Source: an optimization exercise on an open RTL-to-GDS flow (aim: small area). Production flows keep margins and buffers that such runs may drop. Function was checked by simulation only, so behaviour that the tests miss may differ from the original.

==> flow/design.v (outline; a module is shown in full before it is edited, if it fits) <==
// module fa: 4 lines
// module ha: 4 lines
// module filter: 9206 lines
module filter (
  input  wire               clk,
  input  wire               reset,
  input  wire signed [15:0] data_in,
  output wire signed [34:0] data_out
);
  // ...
==> flow/flow/run.sh <==
#!/bin/bash
# The standard layout (standard.sh, every step unchanged) with two
# settings of its own:
#  - clock tree: sinks clustered in groups of at most 12 within 80 um, each
#    cluster driven by a clkbuf_8, and no dummy balancing loads;
#  - port buffers: buf_1 cells.
# The make output goes to standard.log; each step's log is under orfs/logs.
set -euo pipefail
export CTS_ARGS="-sink_clustering_enable -repair_clock_nets -dont_use_dummy_load -buf_list sky130_fd_sc_hd__clkbuf_8 -sink_clustering_size 12 -sink_clustering_max_diameter 80"
export BUFFER_PORTS_ARGS="-buffer_cell sky130_fd_sc_hd__buf_1"
bash standard.sh > standard.log 2>&1
==> flow/standard.sh <==
#!/bin/bash
# synth_recipe.tcl (not shown) runs the flow's synth.tcl, then flattens the netlist and writes it again
# the make line also repeats each setting of config.mk as NAME=value (left out here)
make -C /OpenROAD-flow-scripts/flow DESIGN_CONFIG=/design/flow/config.mk WORK_HOME=/design/flow/orfs CLKGATE_MAP_FILE= SYNTH_SCRIPT=/design/flow/synth_recipe.tcl "${@:-finish}"
==> flow/config.mk <==
export PLATFORM = sky130hd
export DESIGN_NAME = filter
export DESIGN_NICKNAME = filter
export VERILOG_FILES = /design/flow/design.v
export SDC_FILE = /design/flow/constraint.sdc
export NUM_CORES = 4
export LEC_CHECK = 0
export ABC_AREA = 1
export CAP_MARGIN = 20
export CORE_MARGIN = 2
export CORE_UTILIZATION = 50
export SLEW_MARGIN = 20
export SYNTH_HIERARCHICAL = 1
export SYNTH_MINIMUM_KEEP_SIZE = 0
==> flow/constraint.sdc <==
create_clock -name core_clock -period 20.0 [get_ports {clk}]
set_input_delay 4.0000 -clock core_clock [delete_from_list [all_inputs] [get_ports {clk}]]
set_output_delay 4.0000 -clock core_clock [all_outputs]
set_load 0.01 [all_outputs]
==> run_results.csv, run 1 <==
group,metric,value,unit
status,outcome,"no timing/DRC/antenna violations",
routing,wl_met1,136000,um
flow_run,cap_violations,0,
logic_synthesis,ys_seq_elements,1653,
logic_synthesis,yosys.area_share.simple,6.34,%
setup_path,cp_top_family,"adder cells",
die,tap_cells,2640,
routing,routed.top_layer,"met4",
final_layout,drive_gt1_share,5.14,%
timing,worst_pin_slew,1.12,ns
final_layout,fin_area,105000,sq um
final_layout,buffer_area_share,1.47,%
setup_path,crit_top_cell,"fa_1",
die,dieArea,201000,sq um
logic_synthesis,synth.distinct_cells,15,
final_layout,multi_input_gates,4552,
timing,finalSetupViolCount,0,
final_layout,largest_cell_class,"multi-input combinational cells",
global_routing,grt_max_degree,123,
timing,period_minus_slack,19.55,ns
final_layout,multi_input_area_share,59.6,%
die,die_height,449,um
global_routing,antenna_found_initial,10,
final_layout,nets,10100,
setup_path,cp.arrival,20.30,ns
die,initial_core_util,50.2,%
setup_path,cp.required,20.74,ns
==> run 2, diff against run 1 <==
==> flow/flow/run.sh (replaced) <==
#!/bin/bash
# The standard layout (standard.sh, every step unchanged) with one
# settings of its own:
#  - clock tree: sinks clustered in groups of at most 12 within 80 um, each
#    cluster driven by a clkbuf_8, and no dummy balancing loads;

# The make output goes to standard.log; each step's log is under orfs/logs.
set -euo pipefail
export CTS_ARGS="-sink_clustering_enable -repair_clock_nets -dont_use_dummy_load -buf_list sky130_fd_sc_hd__clkbuf_8 -sink_clustering_size 12 -sink_clustering_max_diameter 80"
bash standard.sh > standard.log 2>&1
--- a/flow/config.mk
+++ b/flow/config.mk
@@ -9,6 +9,7 @@
 export CAP_MARGIN = 20
 export CORE_MARGIN = 2
 export CORE_UTILIZATION = 50
+export GPL_TIMING_DRIVEN = 0
 export SLEW_MARGIN = 20
 export SYNTH_HIERARCHICAL = 1
 export SYNTH_MINIMUM_KEEP_SIZE = 0
==> run 2 against run 1 <==
  * Cell count grew 0.90%
  * Wire length grew 9.8%
  * Highest routed layer is now met5
  * Non-clock buffer count grew 76
  * Worst hold slack lost 0.013 ns
  * Still clean
  * Critical path type unchanged
  * Sequential cell count stayed put
==> run_results.csv, run 2 <==
group,metric,value,unit
logic_synthesis,ys_seq_elements,1653,
timing,finalSetupViolCount,0,
timing,drv_slew,0,
setup_path,crit_top_cell,"fa_1",
logic_synthesis,synth_area_leaders,"fa_1 54%, dfxtp_1 33%, nor2_1 3.1%, nand2_1 3.1%, ha_1 2.4%",
global_routing,antenna_found_initial,15,
logic_synthesis,ys_seq_area_share,33.4,%
routing,dr.pass1.iters,6,
timing,hold_viol,0,
die,io_pins,53,
global_routing,gr-usage-all-layers,45.6,%
timing,setup-tns-final,0,ns
timing,clock_skew,0.0931,ns
final_layout,mostFrequentLayoutCell,"fa_1",
clocking,cts_tree,"done",
placed_design,post-dp-hpwl,410000,um
global_routing,grt_first_pass_wirelength,586000,um
placed_design,io_buffers,51,
die,die_x,449,um
global_routing,grt_max_degree,17,
final_layout,instances_no_fill,9902,
clocking,cts-root-buf,"clkbuf_8",
global_routing,grt_pass1_vias,61700,
timing,period_minus_slack,19.62,ns
global_routing,grt_remaining_overflow,0,
setup_path,end_kind,"register",
status,outcome,"no timing/DRC/antenna violations",
logic_synthesis,synth_fp_nets,9883,
logic_synthesis,yosysWarnings,7,
routing,drc,0,
die,initial_core_util,50.2,%
logic_synthesis,synth_top_area_share,54.3,%
logic_synthesis,synth_top_area_cell,"fa_1",
die,core,197000,sq um
worst_hold_path,hold_path_class,"reg2reg",
clocking,cts.sinks,1653,
setup_path,cp-start-kind,"register",
setup_path,cp_top_family,"adder cells",
logic_synthesis,yosysMostFrequentCell,"fa_1",
setup_path,crit_buf_inv,3,
final_layout,nets,10100,
timing,max_freq,51.0,MHz
logic_synthesis,synthFlopType,"dfxtp_1",
timing,worst_pin_slew,1.13,ns
clocking,path_clk_slew,0.08,ns
logic_synthesis,synth.distinct_cells,15,
logic_synthesis,syn_avg_cell_area,14.1,sq um
final_layout,area_delta_synth_final,6.84,%
timing,period_share,98.1,%
routing,drtAntennaViolNets,0,
setup_path,cp_slowest_stage_delay,0.77,ns
die,row_count,163,
routing,viasPerCell,5.62,
logic_synthesis,ys_top_cells_by_count,"2,682 x fa_1, 1,653 x dfxtp_1, 828 x nor2_1, 827 x nand2_1, 575 x inv_1",
routing,wirelength,442000,um
routing,drtIter0Drc,6352,
clocking,clkLatencyLatePin,1.05,ns
setup_path,criticalPathCategory,"reg2reg",
routing,routedWlPerCell,44.7,um
die,die_height,449,um
final_layout,drive_gt1_share,7.68,%
logic_synthesis,synth_edf_count,0,
clocking,clk_path_buf_depth,3,
final_layout,fillers,16800,
routing,vias,55700,
logic_synthesis,netlist_area,99000,sq um
clocking,htree_levels,4,
logic_synthesis,syn-instance-count,6994,
flow_run,cap_violations,0,
final_layout,final_cell_mix,"2,562 x fa_1, 1,650 x dfxtp_1, 828 x nor2_1",
logic_synthesis,async_reset_ff_share,0,%
timing,rsz0062_at_grt,"no",
timing,max_slew_margin,24.1,%
placed_design,gp_congestion,1.07,
clocking,cts-buffers-inserted,164,
placed_design,placed_cells,9686,
setup_path,crit_fanout,2,
setup_path,cp.arrival,20.51,ns
setup_path,cp.required,20.89,ns
setup_path,crit_slowest_cell,"fa_2",
die,dieArea,201000,sq um
==> run 2: cell count changes in the layout (fill, tap and decap cells not counted), sizes merged <==
cell	delta
buf	+25
diode	+15
clkdlybuf4s50	+51
clkbuf	-3
==> run 2: final timing paths <==
| path | startpoint | end | slack [ns] | cells after the start |
|---|---|---|---|---|
| worst max-delay path | x8[0] | r29_0 | 0.38 | 42 |
| worst min-delay path | x83[0] | x84[0] | 0.35 | 1 |
| worst max register to register | x8[0] | r29_0 | 0.38 | 42 |
| worst min register to register | x83[0] | x84[0] | 0.35 | 1 |
==> run 2: modules after synthesis (local to each module, per instance) <==
module | times used | cells inside | flip-flops and latches | area, sq um
fa | 2678 | 1 | 0 | 20.0
filter | 1 | 4183 | 1653 | 43700
ha | 133 | 1 | 0 | 12.5
==> run 2: cells by family after synthesis <==
family | Yosys count | share of synthesized area [%]
XOR/XNOR | 15 | 0.133
adder cells (fa/ha/maj) | 2871 | 56.6
buffers and inverters | 789 | 3.44
flip-flops | 1653 | 33.4
AND/OR/NAND/NOR | 1666 | 6.34
==> run 2: layout make-up <==
cell class	instances	area [sq um]	share of cell area, %
Timing Repair Buffer	81	761	0.720
Buffer	213	1240	1.17
Inverter	576	2160	2.05
Sequential cell	1653	33100	31.3
Tap cell	2640	3300	3.12
Antenna cell	23	57.6	0.0544
Multi-Input combinational cell	4552	62800	59.4
Clock buffer	164	2260	2.13
==> run 2: metrics by stage <==
stage	hold WS (ns)	cell area (sq um)	worst slack, ns	util [%]
6_report	0.348	106000	0.381	53.7
2_1_floorplan	0.369	99000	1.40	-
4_1_cts	0.354	105000	0.00368	53.4
3_3_place_gp	0.379	103000	-0.541	52.2
3_5_place_dp	0.378	103000	-0.669	52.2
5_1_grt	0.379	106000	0.00344	53.7
==> run 2: per-layer routing <==
layer	vias up	part of all wire [%]	GRT usage [%]
li1	21000	-	-
met1	30500	36	55.6
met2	3072	45	68.1
met3	1060	6.7	7.83
met4	2	13	45.5
met5	-	0.0029	0
==> run 2: what timing repair did <==
action                                  CTS  global route
resized for setup                        40           103
setup buffers                             7            22
endpoints found under the setup margin    9             5
pin swaps                                 9            36
hold buffers                              0             0
cloned                                    0             0
==> run 3, diff against run 2 <==
==> flow/run.sh (new file) <==
#!/bin/bash
# synth_recipe.tcl (not shown) runs the flow's synth.tcl, then flattens the netlist and writes it again
# the make line also repeats each setting of config.mk as NAME=value (left out here)
make -C /OpenROAD-flow-scripts/flow DESIGN_CONFIG=/design/flow/config.mk WORK_HOME=/design/flow/orfs CLKGATE_MAP_FILE= SYNTH_SCRIPT=/design/flow/synth_recipe.tcl finish
--- a/flow/config.mk
+++ b/flow/config.mk
@@ -9,7 +9,6 @@
 export CAP_MARGIN = 20
 export CORE_MARGIN = 2
 export CORE_UTILIZATION = 50
-export GPL_TIMING_DRIVEN = 0
 export SLEW_MARGIN = 20
 export SYNTH_HIERARCHICAL = 1
 export SYNTH_MINIMUM_KEEP_SIZE = 0
removed: flow/flow/run.sh
removed: flow/standard.sh
==> run 3 against run 2 <==
  * Synthesized cell count is the same
  * Clock-buffer cell count rose by 95
  * Maximum frequency up 0.14%
  * Die area did not move
  * Clock skew is 0.035 ns lower
  * Register-to-register slack better by 0.03 ns
  * Utilization increased by 1.6 points
  * Global-route usage down 4.5 points
  * Worst hold slack improved by 0.018 ns
  * Highest routed layer is now met4
==> run_results.csv, run 3 <==
group,metric,value,unit
status,outcome,"no timing/DRC/antenna violations",
logic_synthesis,netlist_area,99000,sq um
routing,drtIter0Drc,4622,
global_routing,grt_max_degree,162,
placed_design,post-dp-hpwl,360000,um
die,initial_core_util,50.2,%
clocking,clk_path_buf_depth,3,
final_layout,nets,10000,
final_layout,final_cell_mix,"2,664 x fa_1, 1,653 x dfxtp_1, 828 x nor2_1",
routing,drc,0,
placed_design,gp_congestion,1.06,
global_routing,grt_pass1_vias,61800,
clocking,htree_levels,4,
die,core,197000,sq um
setup_path,end_kind,"register",
setup_path,criticalPathCategory,"reg2reg",
timing,finalSetupViolCount,0,
logic_synthesis,synth_top_area_cell,"fa_1",
timing,hold_viol,0,
timing,max_freq,51.0,MHz
clocking,cts_tree,"done",
logic_synthesis,syn_avg_cell_area,14.1,sq um
timing,rsz0062_at_grt,"no",
timing,setup-tns-final,0,ns
timing,max_slew_margin,29.9,%
placed_design,pre_cts_slack,0.348,ns
clocking,clkLatencyLatePin,0.85,ns
routing,wirelength,397000,um
routing,viasPerCell,5.36,
clocking,cts-root-buf,"clkbuf_16",
timing,period_minus_slack,19.59,ns
routing,routedWlPerCell,40.0,um
logic_synthesis,syn-instance-count,6994,
logic_synthesis,async_reset_ff_share,0,%
final_layout,area_delta_synth_final,10.1,%
logic_synthesis,synth_top_area_share,54.3,%
global_routing,gr-usage-all-layers,41.1,%
timing,worst_pin_slew,1.05,ns
global_routing,antenna_found_initial,8,
clocking,cts.sinks,1653,
setup_path,cp.arrival,20.27,ns
logic_synthesis,yosysWarnings,7,
flow_run,cap_violations,0,
logic_synthesis,ys_seq_area_share,33.4,%
logic_synthesis,synthFlopType,"dfxtp_1",
routing,vias,53200,
clocking,path_clk_slew,0.06,ns
logic_synthesis,ys_seq_elements,1653,
timing,setup_ws,0.409,ns
setup_path,crit_slowest_cell,"fa_1",
routing,met2WireLength,193000,um
logic_synthesis,synth_fp_nets,9883,
logic_synthesis,yosysMostFrequentCell,"fa_1",
setup_path,crit_fanout,2,
setup_path,cp_slowest_stage_delay,0.75,ns
routing,drtAntennaViolNets,0,
setup_path,crit_top_cell,"fa_1",
routing,routed.top_layer,"met4",
routing,dr.pass1.iters,7,
die,io_pins,53,
die,die_x,449,um
setup_path,cp-start-kind,"register",
setup_path,rr_worst_depth,43,
die,die_height,449,um
final_layout,mostFrequentLayoutCell,"fa_1",
clocking,cts_hold_buf,0,
global_routing,grt_remaining_overflow,0,
setup_path,cp.required,20.68,ns
placed_design,io_buffers,52,
routing,wl_met1,137000,um
logic_synthesis,ys_top_cells_by_count,"2,682 x fa_1, 1,653 x dfxtp_1, 828 x nor2_1, 827 x nand2_1, 575 x inv_1",
logic_synthesis,synth_edf_count,0,
worst_hold_path,hold_path_class,"reg2reg",
logic_synthesis,synth_area_leaders,"fa_1 54%, dfxtp_1 33%, nor2_1 3.1%, nand2_1 3.1%, ha_1 2.4%",
clocking,cts-buffers-inserted,180,
timing,clock_skew,0.0576,ns
timing,period_share,98.0,%
die,row_count,163,
worst_hold_path,whs_path_depth,1,
timing,drv_slew,0,
logic_synthesis,synth.distinct_cells,15,
final_layout,drive_gt1_share,6.02,%
global_routing,grt_first_pass_wirelength,541000,um
die,dieArea,201000,sq um
routing,wl_met3,17100,um
==> run 3: cell counts after synthesis <==
Identical to the previous run, type by type.
==> run 3: layer usage <==
layer | vias up | global-route usage [%]
met2 | 2044 | 67.1
met4 | 0 | 39.3
met3 | 938 | 5.36
met5 | - | 0
met1 | 29300 | 46.9
li1 | 21000 | -
==> run 3: what timing repair did <==
action | 4_1_cts | 5_1_grt
setup buffers | 0 | 1
endpoints found under the hold margin | 0 | 0
gates resized for setup | 0 | 18
setup endpoints to repair | 0 | 4
==> run 3: per-module statistics from Yosys, one instance, submodules excluded <==
module	times used	cells	flops+latches
fa	2678	1	0
filter	1	4183	1653
ha	133	1	0
==> run 3: kinds of logic (layout without fill, tap and decap cells) <==
| kind of cell | Yosys count | count (layout) | share of synthesized area [%] |
|---|---|---|---|
| DFF | 1653 | 1653 | 33.4 |
| buffers and inverters | 789 | 1074 | 3.44 |
| and+or+nand+nor | 1666 | 1666 | 6.34 |
| xor gates and xnor gates | 15 | 15 | 0.133 |
| adders and majority gates | 2871 | 2871 | 56.6 |
| other | 0 | 3 | 0 |
==> run 3: area by class of cell <==
type	count	area, sq um
antenna	3	7.51
clock buffer	259	5240
clock inverter	71	1110
fill	16300	88100
inverter	576	2170
multi-input combinational	4552	62500
sequential	1653	33100
tap	2640	3300
timing repair buffer	168	1500
==> run 3: critical path, delay by kind of cell, from the launching register on <==
| kind | cells | cell delay (ns) |
|---|---|---|
| buf+inv | 3 | 0.32 |
| flops | 1 | 0.33 |
| fa+ha+maj | 39 | 18.50 |
| simple gates | 1 | 0.28 |
==> run 3: final timing paths <==
| kind | startpoint | endpoint | slack (ns) |
|---|---|---|---|
| max | x45[0] | r29_0 | 0.41 |
| min | x95[13] | x96[13] | 0.37 |
| max reg2reg | x45[0] | r29_0 | 0.41 |
| min reg2reg | x95[13] | x96[13] | 0.37 |
==> run 3: per-stage QoR <==
step | cells | utilization [%] | hold slack, ns | area (sq um)
after floorplan | 6994 | - | 0.369 | 99000
after global placement | 9588 | 52.0 | 0.378 | 103000
after detailed placement | 9588 | 52.0 | 0.380 | 103000
after CTS | 9918 | 55.3 | 0.366 | 109000
after global routing | 9921 | 55.3 | 0.401 | 109000
final | 9922 | 55.3 | 0.366 | 109000

==> port drivers added, routing unchanged <==
In the flow no input, the clock included, has a driving cell. The finished layouts below were timed again as built, in two steps.
Step 1 assumes that a clkbuf_16 drives the clock port and a buf_2 every other input.
Step 2, shift: input delay + t, output delay - t, t = (earliest + latest rising clock arrival at the registers) / 2. This alone moves slack from input paths to output paths.
a / b / c = no drivers / after step 1 / after step 2; a / b = the first two.
run | t (ns) | slack for setup (ns) | clock arrival spread, ns | worst data-port slew with drivers (ns)
run 1 | 0.997 | 0.448 / 0.448 / 0.448 | 0.118 / 0.118 | 0.10
run 2 | 1.075 | 0.381 / 0.381 / 0.381 | 0.115 / 0.115 | 0.07
run 3 | 0.921 | 0.409 / 0.409 / 0.409 | 0.059 / 0.059 | 0.11
After both steps every run listed still meets setup and hold.
